This is an optimization exercise on Yosys and OpenROAD, whose aim is small area, not a production implementation. RTL that was checked went through simulation tests only; none was proved equivalent to the original. The flow treats the clock pin as an ideal source. Dropping or thinning the clock tree relies on that and would not hold on a real chip. Power figures rest on the tool's default switching activity, not on a simulated workload.

east:
==> flow/design.v (excerpt) <==
module uart (clk,reset_n,rx,cts_n,tx,rts_n,tx_data,data_bit_num,stop_bit_num,parity_en,parity_type,start_tx,rx_data,tx_done,rx_done,parity_error);
==> module uart, before the edit <==
module uart (clk,reset_n,rx,cts_n,tx,rts_n,tx_data,data_bit_num,stop_bit_num,parity_en,parity_type,start_tx,rx_data,tx_done,rx_done,parity_error);
input   clk ;
input   reset_n ;
input   rx ;
input   cts_n ;
output   tx ;
output   rts_n ;
input  [7:0] tx_data ;
input  [1:0] data_bit_num ;
input   stop_bit_num ;
input   parity_en ;
input   parity_type ;
input   start_tx ;
output  [7:0] rx_data ;
output   tx_done ;
output   rx_done ;
output   parity_error ;
wire [3:0] sfirst = {1'b1, ~(parity_en & stop_bit_num), parity_en & stop_bit_num, ~(parity_en ^ stop_bit_num)};
reg  [8:0] tq;
wire       ttick = (tq[7:0] == 8'b0110_1000);
always @(posedge clk or negedge reset_n)
  if (!reset_n) tq <= 9'b0_0110_1000;
  else          tq <= {tq[7:0], tq[8] ^ tq[4] ^ ttick};
reg  [4:0] rq;
wire       rtick = (rq[3:0] == 4'b0010);
always @(posedge clk or negedge reset_n)
  if (!reset_n) rq <= 5'b0_0010;
  else          rq <= {rq[3:0], rq[4] ^ rq[2] ^ rtick};
reg  [3:0] pq;                                         
wire [3:0] p = pq ^ 4'd14;
reg        tpar;
wire       tidle = p[3] & p[2] & p[1] & ~p[0];           
wire       tlast = !p[3] && p[2] && (p[1:0] == data_bit_num);
wire       tbit  = tx_data[p[2:0]];
always @(posedge clk or negedge reset_n)
  if (!reset_n) pq <= 4'd0;
  else if (ttick) begin
    if (tlast) pq <= sfirst ^ 4'd14;
    else if (!tidle || (start_tx && !cts_n)) pq <= (p + 4'd1) ^ 4'd14;
  end
always @(posedge clk)
  if (p[3] & p[2] & p[1]) tpar <= ~parity_type;
  else if (ttick && !p[3]) tpar <= tpar ^ tbit;
assign tx = !p[3] ? tbit : (p[2] & p[1]) ? ~p[0] : (~parity_en | tpar);
assign tx_done = tidle;
reg  [3:0] s;
reg  [3:0] bq;                                         
wire [3:0] b = ~bq;
reg  [7:0] d;
reg        rpar;
wire       ridle = &b;
wire       done  = s[2] && s[1] && (b == 4'd14);                     
wire       cnt   = rtick && (!rx || s[3] || !ridle);                 
wire       mid   = cnt && (&s);
wire       store = mid && !b[3];
wire       rlast = !b[3] && b[2] && (b[1:0] == data_bit_num);
always @(posedge clk or negedge reset_n)
  if (!reset_n) bq <= 4'h0;
  else if (done) bq <= 4'h0;
  else if (mid) bq <= ~(rlast ? sfirst : b + 4'd1);
always @(posedge clk)
  if (!reset_n || done) s <= 4'd7;
  else if (cnt) s <= s + 4'd1;
wire [2:0] ssum  = {1'b0, s[1:0]} + {1'b0, data_bit_num};
wire       extra = rtick && (b == 4'd14) && !s[2] && (ssum <= 3'd2);    
always @(posedge clk)
  if (store || extra) d <= {rx & !b[3], d[7:1]};
always @(posedge clk)
  if (ridle) rpar <= ~parity_type;
  else if (store) rpar <= rpar ^ rx;
assign rx_data      = d;
assign rx_done      = done;
assign rts_n        = done;
assign parity_error = parity_en & rpar;
endmodule
clock: 10.0 ns
lec_check: 0
cap_margin: 0
core_area: 2 2 62 62
die_area: 0 0 64 64
gpl_timing_driven: 0
place_density: 0.85
slew_margin: 0
standard.sh (not shown) runs the stock make flow with config.mk's settings and CLKGATE_MAP_FILE= SYNTH_SCRIPT=/design/flow/synth_recipe.tcl, a recipe that flattens the netlist after the stock synthesis.
==> flow/flow/run.sh <==
#!/bin/bash
# Own layout flow:
#  1. the standard synthesis (bash standard.sh synth), unchanged;
#  2. an area-oriented re-mapping of its combinational logic with Yosys/ABC
#     (flow/remap.tcl; ABC's deepsyn with 16 seeds, the smallest result
#     that flow/equiv.tcl proves equivalent is kept); the registers are left
#     exactly as synthesized;
#  3. the standard ORFS floorplan and placement of that netlist, with the
#     smallest buffer (buf_1) on each port;
#  5. the standard ORFS routing and finishing.
# Each tool's output goes to a log file of its own in this folder.
set -euo pipefail
R=orfs/results/sky130hd/uart/base
PORTBUF="BUFFER_PORTS_ARGS=-buffer_cell sky130_fd_sc_hd__buf_1"
bash standard.sh synth > 1_standard_synth.log 2>&1
cp $R/1_2_yosys.v 1_2_yosys_standard.v

best=1_2_yosys_standard.v
besta=999999
for round in "1 2 3 4" "5 6 7 8" "9 10 11 12" "13 14 15 16"; do
  for s in $round; do
    printf 'strash\n&get -n\n&deepsyn -T 30 -S %s\n&put\ndch -f\namap\n' $s > 2_remap_$s.abc
    ( REMAP_SCRIPT=2_remap_$s.abc REMAP_TAG=2_remap_$s yosys -c flow/remap.tcl > 2_remap_$s.log 2>&1 || true ) &
  done
  wait
done
for s in $(seq 1 16); do
  [ -f 2_remap_$s.v ] || continue
  a=$(awk '/Chip area for module/ {print $NF}' 2_remap_${s}_after.txt)
  if REMAP_TAG=2_remap_$s yosys -c flow/equiv.tcl > 2_equiv_$s.log 2>&1; then ok=1; else ok=0; fi
  echo "seed $s area $a equivalent $ok" >> 2_remap_choice.log
  if [ $ok = 1 ] && awk -v a="$a" -v b="$besta" 'BEGIN {exit !(a < b)}'; then best=2_remap_$s.v; besta=$a; fi
done
echo "chosen $best" >> 2_remap_choice.log
cp $best $R/1_2_yosys.v

bash standard.sh "$PORTBUF" place > 3_place.log 2>&1
export CLK_IN=$R/3_place.odb CLK_SDC=$R/3_place.sdc
chosen=""
for cfg in "1 sky130_fd_sc_hd__clkbuf_8" "2 sky130_fd_sc_hd__clkbuf_4" "3 sky130_fd_sc_hd__clkbuf_4" "1 sky130_fd_sc_hd__clkbuf_16" "2 sky130_fd_sc_hd__clkbuf_8" "4 sky130_fd_sc_hd__clkbuf_4" "3 sky130_fd_sc_hd__clkbuf_8" "4 sky130_fd_sc_hd__clkbuf_8"; do
  set -- $cfg
  tag=$1_${2#sky130_fd_sc_hd__}
  export CLK_NBUF=$1 CLK_CELL=$2 CLK_OUT=4_clock_$tag.odb
  openroad -no_init -exit flow/clock.tcl > 4_clock_$tag.log 2>&1
  openroad -no_init -exit flow/clock_slew.tcl > 4_clock_slew_$tag.log 2>&1
  slew=$(awk '/^CLOCK_SLEW/ {print $2}' 4_clock_slew_$tag.log)
  echo "$tag $slew" >> 4_clock_choice.log
  if awk -v s="$slew" 'BEGIN {exit !(s < 0.115)}'; then chosen=$CLK_OUT; break; fi
done
[ -n "$chosen" ] || chosen=$CLK_OUT
echo "chosen $chosen" >> 4_clock_choice.log
cp $chosen $R/4_1_cts.odb
cp $chosen $R/4_cts.odb
cp $R/3_place.sdc $R/4_cts.sdc
bash standard.sh "$PORTBUF" finish > 5_finish.log 2>&1
Other scripts of this flow, unchanged in this note and not shown: flow/flow/clock.tcl, flow/flow/clock_slew.tcl, flow/flow/equiv.tcl, flow/flow/remap.tcl
For west, these inputs were changed with respect to east:
diff --git a/flow/design.v b/flow/design.v
--- a/flow/design.v
+++ b/flow/design.v
@@ -50,6 +50,6 @@
 reg        rpar;
 wire       ridle = &b;
-wire       done  = s[2] && s[1] && (b == 4'd14);                     
-wire       cnt   = rtick && (!rx || s[3] || !ridle);                 
+wire       done  = (s == 4'd6) && (b == 4'd14);
+wire       cnt   = rtick && (!rx || s != 4'd7 || !ridle);
 wire       mid   = cnt && (&s);
 wire       store = mid && !b[3];
@@ -63,5 +63,5 @@
   else if (cnt) s <= s + 4'd1;
 wire [2:0] ssum  = {1'b0, s[1:0]} + {1'b0, data_bit_num};
-wire       extra = rtick && (b == 4'd14) && !s[2] && (ssum <= 3'd2);    
+wire       extra = rtick && (b == 4'd14) && (s[3:2] == 2'b00) && (ssum <= 3'd2);
 always @(posedge clk)
   if (store || extra) d <= {rx & !b[3], d[7:1]};
--- outcome ---
west has completed all stages; timing, DRC and antenna checks passed.
east: flow completed, timing, DRC and antenna clean
Higher relative area change from synthesis to final layout among west and east: east
east has a lower number of inserted filler cells in the final layout than west.
Comparing west and east, synthesized area is higher on east.
Relative to east, switching share of power has gone down in west.
west has wire length below what east had.
Compared with east, west ends up with a smaller final cell area.
Diff east -> west: share of the clock period used by the worst path shows a reduction of 0.34 points; synthesized cell count shows a reduction of 2.
Min count of cells along the worst register-to-register path across west and east: east
No functional check of the RTL was part of east. In every run of this note, the design's own scripts or RTL, not TritonCTS, make the clock network.

---

== P ==
Another version of the RTL of uart (not shown whole).
Size in the first run: roughly 150 cells after synthesis, roughly 31 I/O pins.
==> module uart, before the edit <==
module uart (clk,reset_n,rx,cts_n,tx,rts_n,tx_data,data_bit_num,stop_bit_num,parity_en,parity_type,start_tx,rx_data,tx_done,rx_done,parity_error);
input   clk ;
input   reset_n ;
input   rx ;
input   cts_n ;
output   tx ;
output   rts_n ;
input  [7:0] tx_data ;
input  [1:0] data_bit_num ;
input   stop_bit_num ;
input   parity_en ;
input   parity_type ;
input   start_tx ;
output  [7:0] rx_data ;
output   tx_done ;
output   rx_done ;
output   parity_error ;
wire [3:0] sfirst = {1'b1, ~(parity_en & stop_bit_num), parity_en & stop_bit_num, ~(parity_en ^ stop_bit_num)};
reg  [8:0] tq;
wire       ttick = (tq[7:0] == 8'b0110_1000);
always @(posedge clk or negedge reset_n)
  if (!reset_n) tq <= 9'b0_0110_1000;
  else          tq <= {tq[7:0], tq[8] ^ tq[4] ^ ttick};
reg  [4:0] rq;
wire       rtick = (rq[3:0] == 4'b0010);
always @(posedge clk or negedge reset_n)
  if (!reset_n) rq <= 5'b0_0010;
  else          rq <= {rq[3:0], rq[4] ^ rq[2] ^ rtick};
reg  [3:0] p;
reg        tpar;
wire       tidle = p[3] & p[2] & p[1] & ~p[0];           
wire       tlast = !p[3] && p[2] && (p[1:0] == data_bit_num);
wire       tbit  = tx_data[p[2:0]];
always @(posedge clk or negedge reset_n)
  if (!reset_n) p <= 4'd14;
  else if (ttick) begin
    if (tlast) p <= sfirst;
    else if (!tidle || (start_tx && !cts_n)) p <= p + 4'd1;
  end
always @(posedge clk)
  if (p[3] & p[2] & p[1]) tpar <= ~parity_type;
  else if (ttick && !p[3]) tpar <= tpar ^ tbit;
assign tx = !p[3] ? tbit : (p[2] & p[1]) ? ~p[0] : (~parity_en | tpar);
assign tx_done = tidle;
reg  [3:0] c;
reg  [3:0] b;
reg  [7:0] d;
reg        rpar;
wire       ridle = &b;
wire       done  = (&c) && (b == 4'd14);
wire       mid   = rtick && (c == 4'd8);
wire       store = mid && !b[3];
wire       rlast = !b[3] && b[2] && (b[1:0] == data_bit_num);
always @(posedge clk or negedge reset_n)
  if (!reset_n) b <= 4'hf;
  else if (done) b <= 4'hf;
  else if (rtick && c == 4'd8) b <= rlast ? sfirst : b + 4'd1;
always @(posedge clk)
  if (!reset_n || done) c <= 4'd0;
  else if (rtick && (!rx || c != 4'd0 || !ridle)) c <= c + 4'd1;
wire       extra = rtick && (b == 4'd14) &&
                   (((c == 4'd9) && (data_bit_num != 2'd3)) ||
                    ((c == 4'd10) && !data_bit_num[1]) ||
                    ((c == 4'd11) && (data_bit_num == 2'd0)));
always @(posedge clk)
  if (store || extra) d <= {rx & !b[3], d[7:1]};
always @(posedge clk)
  if (ridle) rpar <= ~parity_type;
  else if (store) rpar <= rpar ^ rx;
assign rx_data      = d;
assign rx_done      = done;
assign rts_n        = done;
assign parity_error = parity_en & rpar;
endmodule
==> flow/config.mk <==
export PLATFORM = sky130hd
export DESIGN_NAME = uart
export DESIGN_NICKNAME = uart
export VERILOG_FILES = /design/flow/design.v
export SDC_FILE = /design/flow/constraint.sdc
export NUM_CORES = 4
export LEC_CHECK = 0
export CAP_MARGIN = 20
export CORE_AREA = 2 2 62 62
export DIE_AREA = 0 0 64 64
export PLACE_DENSITY = 0.85
export SLEW_MARGIN = 20
==> flow/constraint.sdc <==
create_clock -name core_clock -period 10.0 [get_ports {clk}]
set_input_delay 2.0000 -clock core_clock [delete_from_list [all_inputs] [get_ports {clk}]]
set_output_delay 2.0000 -clock core_clock [all_outputs]
set_load 0.01 [all_outputs]
==> flow/flow/run.sh <==
#!/bin/bash
# Own layout flow:
#  1. the standard synthesis (bash standard.sh synth), unchanged;
#  2. an area-oriented re-mapping of its combinational logic with Yosys/ABC
#     (flow/remap.tcl; ABC's deepsyn with 8 seeds, the smallest result
#     that flow/equiv.tcl proves equivalent is kept); the registers are left
#     exactly as synthesized;
#  3. the standard ORFS floorplan and placement of that netlist, with the
#     smallest buffer (buf_1) on each port;
#  5. the standard ORFS routing and finishing.
# Each tool's output goes to a log file of its own in this folder.
set -euo pipefail
R=orfs/results/sky130hd/uart/base
PORTBUF="BUFFER_PORTS_ARGS=-buffer_cell sky130_fd_sc_hd__buf_1"
bash standard.sh synth > 1_standard_synth.log 2>&1
cp $R/1_2_yosys.v 1_2_yosys_standard.v

best=1_2_yosys_standard.v
besta=999999
for round in "1 2 3 4" "5 6 7 8"; do
  for s in $round; do
    printf 'strash\n&get -n\n&deepsyn -T 30 -S %s\n&put\ndch -f\namap\n' $s > 2_remap_$s.abc
    ( REMAP_SCRIPT=2_remap_$s.abc REMAP_TAG=2_remap_$s yosys -c flow/remap.tcl > 2_remap_$s.log 2>&1 || true ) &
  done
  wait
done
for s in 1 2 3 4 5 6 7 8; do
  [ -f 2_remap_$s.v ] || continue
  a=$(awk '/Chip area for module/ {print $NF}' 2_remap_${s}_after.txt)
  if REMAP_TAG=2_remap_$s yosys -c flow/equiv.tcl > 2_equiv_$s.log 2>&1; then ok=1; else ok=0; fi
  echo "seed $s area $a equivalent $ok" >> 2_remap_choice.log
  if [ $ok = 1 ] && awk -v a="$a" -v b="$besta" 'BEGIN {exit !(a < b)}'; then best=2_remap_$s.v; besta=$a; fi
done
echo "chosen $best" >> 2_remap_choice.log
cp $best $R/1_2_yosys.v

bash standard.sh "$PORTBUF" place > 3_place.log 2>&1
export CLK_IN=$R/3_place.odb CLK_SDC=$R/3_place.sdc
chosen=""
for cfg in "1 sky130_fd_sc_hd__clkbuf_8" "2 sky130_fd_sc_hd__clkbuf_4" "3 sky130_fd_sc_hd__clkbuf_4" "1 sky130_fd_sc_hd__clkbuf_16" "2 sky130_fd_sc_hd__clkbuf_8" "4 sky130_fd_sc_hd__clkbuf_4" "3 sky130_fd_sc_hd__clkbuf_8" "4 sky130_fd_sc_hd__clkbuf_8"; do
  set -- $cfg
  tag=$1_${2#sky130_fd_sc_hd__}
  export CLK_NBUF=$1 CLK_CELL=$2 CLK_OUT=4_clock_$tag.odb
  openroad -no_init -exit flow/clock.tcl > 4_clock_$tag.log 2>&1
  openroad -no_init -exit flow/clock_slew.tcl > 4_clock_slew_$tag.log 2>&1
  slew=$(awk '/^CLOCK_SLEW/ {print $2}' 4_clock_slew_$tag.log)
  echo "$tag $slew" >> 4_clock_choice.log
  if awk -v s="$slew" 'BEGIN {exit !(s < 0.110)}'; then chosen=$CLK_OUT; break; fi
done
[ -n "$chosen" ] || chosen=$CLK_OUT
echo "chosen $chosen" >> 4_clock_choice.log
cp $chosen $R/4_1_cts.odb
cp $chosen $R/4_cts.odb
cp $R/3_place.sdc $R/4_cts.sdc
bash standard.sh "$PORTBUF" finish > 5_finish.log 2>&1
Other scripts of this flow, unchanged in this note and not shown: flow/flow/clock.tcl, flow/flow/clock_slew.tcl, flow/flow/equiv.tcl, flow/flow/remap.tcl
Relative to P, the following input files were edited for Q:
==> flow/design.v <==
module uart (clk,reset_n,rx,cts_n,tx,rts_n,tx_data,data_bit_num,stop_bit_num,parity_en,parity_type,start_tx,rx_data,tx_done,rx_done,parity_error);
input   clk ;
input   reset_n ;
input   rx ;
input   cts_n ;
output   tx ;
output   rts_n ;
input  [7:0] tx_data ;
input  [1:0] data_bit_num ;
input   stop_bit_num ;
input   parity_en ;
input   parity_type ;
input   start_tx ;
output  [7:0] rx_data ;
output   tx_done ;
output   rx_done ;
output   parity_error ;
wire [3:0] sfirst = {1'b1, ~(parity_en & stop_bit_num), parity_en & stop_bit_num, ~(parity_en ^ stop_bit_num)};
reg  [8:0] tq;
wire       ttick = (tq[7:0] == 8'b0110_1000);
always @(posedge clk or negedge reset_n)
  if (!reset_n) tq <= 9'b0_0110_1000;
  else          tq <= {tq[7:0], tq[8] ^ tq[4] ^ ttick};
reg  [4:0] rq;
wire       rtick = (rq[3:0] == 4'b0010);
always @(posedge clk or negedge reset_n)
  if (!reset_n) rq <= 5'b0_0010;
  else          rq <= {rq[3:0], rq[4] ^ rq[2] ^ rtick};
reg  [3:0] p;
reg        tpar;
wire       tidle = p[3] & p[2] & p[1] & ~p[0];           
wire       tlast = !p[3] && p[2] && (p[1:0] == data_bit_num);
wire       tbit  = tx_data[p[2:0]];
always @(posedge clk or negedge reset_n)
  if (!reset_n) p <= 4'd14;
  else if (ttick) begin
    if (tlast) p <= sfirst;
    else if (!tidle || (start_tx && !cts_n)) p <= p + 4'd1;
  end
always @(posedge clk)
  if (p[3] & p[2] & p[1]) tpar <= ~parity_type;
  else if (ttick && !p[3]) tpar <= tpar ^ tbit;
assign tx = !p[3] ? tbit : (p[2] & p[1]) ? ~p[0] : (~parity_en | tpar);
assign tx_done = tidle;
reg  [3:0] s;
reg  [3:0] b;
reg  [7:0] d;
reg        rpar;
wire       ridle = &b;
wire       done  = (s == 4'd6) && (b == 4'd14);
wire       cnt   = rtick && (!rx || s != 4'd7 || !ridle);
wire       mid   = cnt && (&s);
wire       store = mid && !b[3];
wire       rlast = !b[3] && b[2] && (b[1:0] == data_bit_num);
always @(posedge clk or negedge reset_n)
  if (!reset_n) b <= 4'hf;
  else if (done) b <= 4'hf;
  else if (mid) b <= rlast ? sfirst : b + 4'd1;
always @(posedge clk)
  if (!reset_n || done) s <= 4'd7;
  else if (cnt) s <= s + 4'd1;
wire [2:0] ssum  = {1'b0, s[1:0]} + {1'b0, data_bit_num};
wire       extra = rtick && (b == 4'd14) && (s[3:2] == 2'b00) && (ssum <= 3'd2);
always @(posedge clk)
  if (store || extra) d <= {rx & !b[3], d[7:1]};
always @(posedge clk)
  if (ridle) rpar <= ~parity_type;
  else if (store) rpar <= rpar ^ rx;
assign rx_data      = d;
assign rx_done      = done;
assign rts_n        = done;
assign parity_error = parity_en & rpar;
endmodule
Notes after the runs:
Both conditions hold for Q: the flow ran to the end and the final layout passed the timing, DRC and antenna checks.
Q against P: gate count of the mapped netlist went down; critical path buffer and inverter count increased 1.
Compared with P, in Q global-route usage comparable; signed area change from the synthesized netlist to the final layout higher; routed wire length went up by 6.7%; cell area ~0 delta; global-route met1 utilization lost 0.77 points.
~same latest clock arrival within the worst-skew pair in Q and P
For P, only the layout was checked, not whether the RTL still works. In every run of this note, the design's own scripts or RTL, not TritonCTS, make the clock network.

## re-timing with driven ports
Ports are ideal in the flow. The routed layouts listed here were re-timed in OpenROAD.
Step 1 (the two cells are an assumption about what drives the block):
set clk [get_ports {clk}]
set_driving_cell -lib_cell sky130_fd_sc_hd__clkbuf_16 $clk
set_driving_cell -lib_cell sky130_fd_sc_hd__buf_2 [delete_from_list [all_inputs] $clk]
Step 2 adds t to the input delays and takes it off the output delays; t is the mean of the earliest and latest rising clock arrival at the registers after step 1. Input paths then give back, and output paths get back, about the clock's delay inside the block.
Three values: ideal, step 1, step 2; two values: the first two.
| run | shift t [ns] | setup WS [ns] | worst setup path after step 2 | latest minus earliest clock arrival (ns) |
|---|---|---|---|---|
| east | 0.191 | 4.940 / 4.920 / 4.920 | input to output | 0.008 / 0.008 |
| west | 0.192 | 4.974 / 4.949 / 4.949 | input to output | 0.003 / 0.003 |
| P | 0.189 | 5.049 / 5.027 / 5.027 | input to output | 0.003 / 0.002 |
| Q | 0.199 | 5.083 / 5.057 / 5.057 | input to output | 0.006 / 0.006 |
After both steps setup and hold are still met in every run listed. For Q, which loses most, drivers alone change the setup slack by -0.026 ns; drivers and shift together by -0.026 ns.
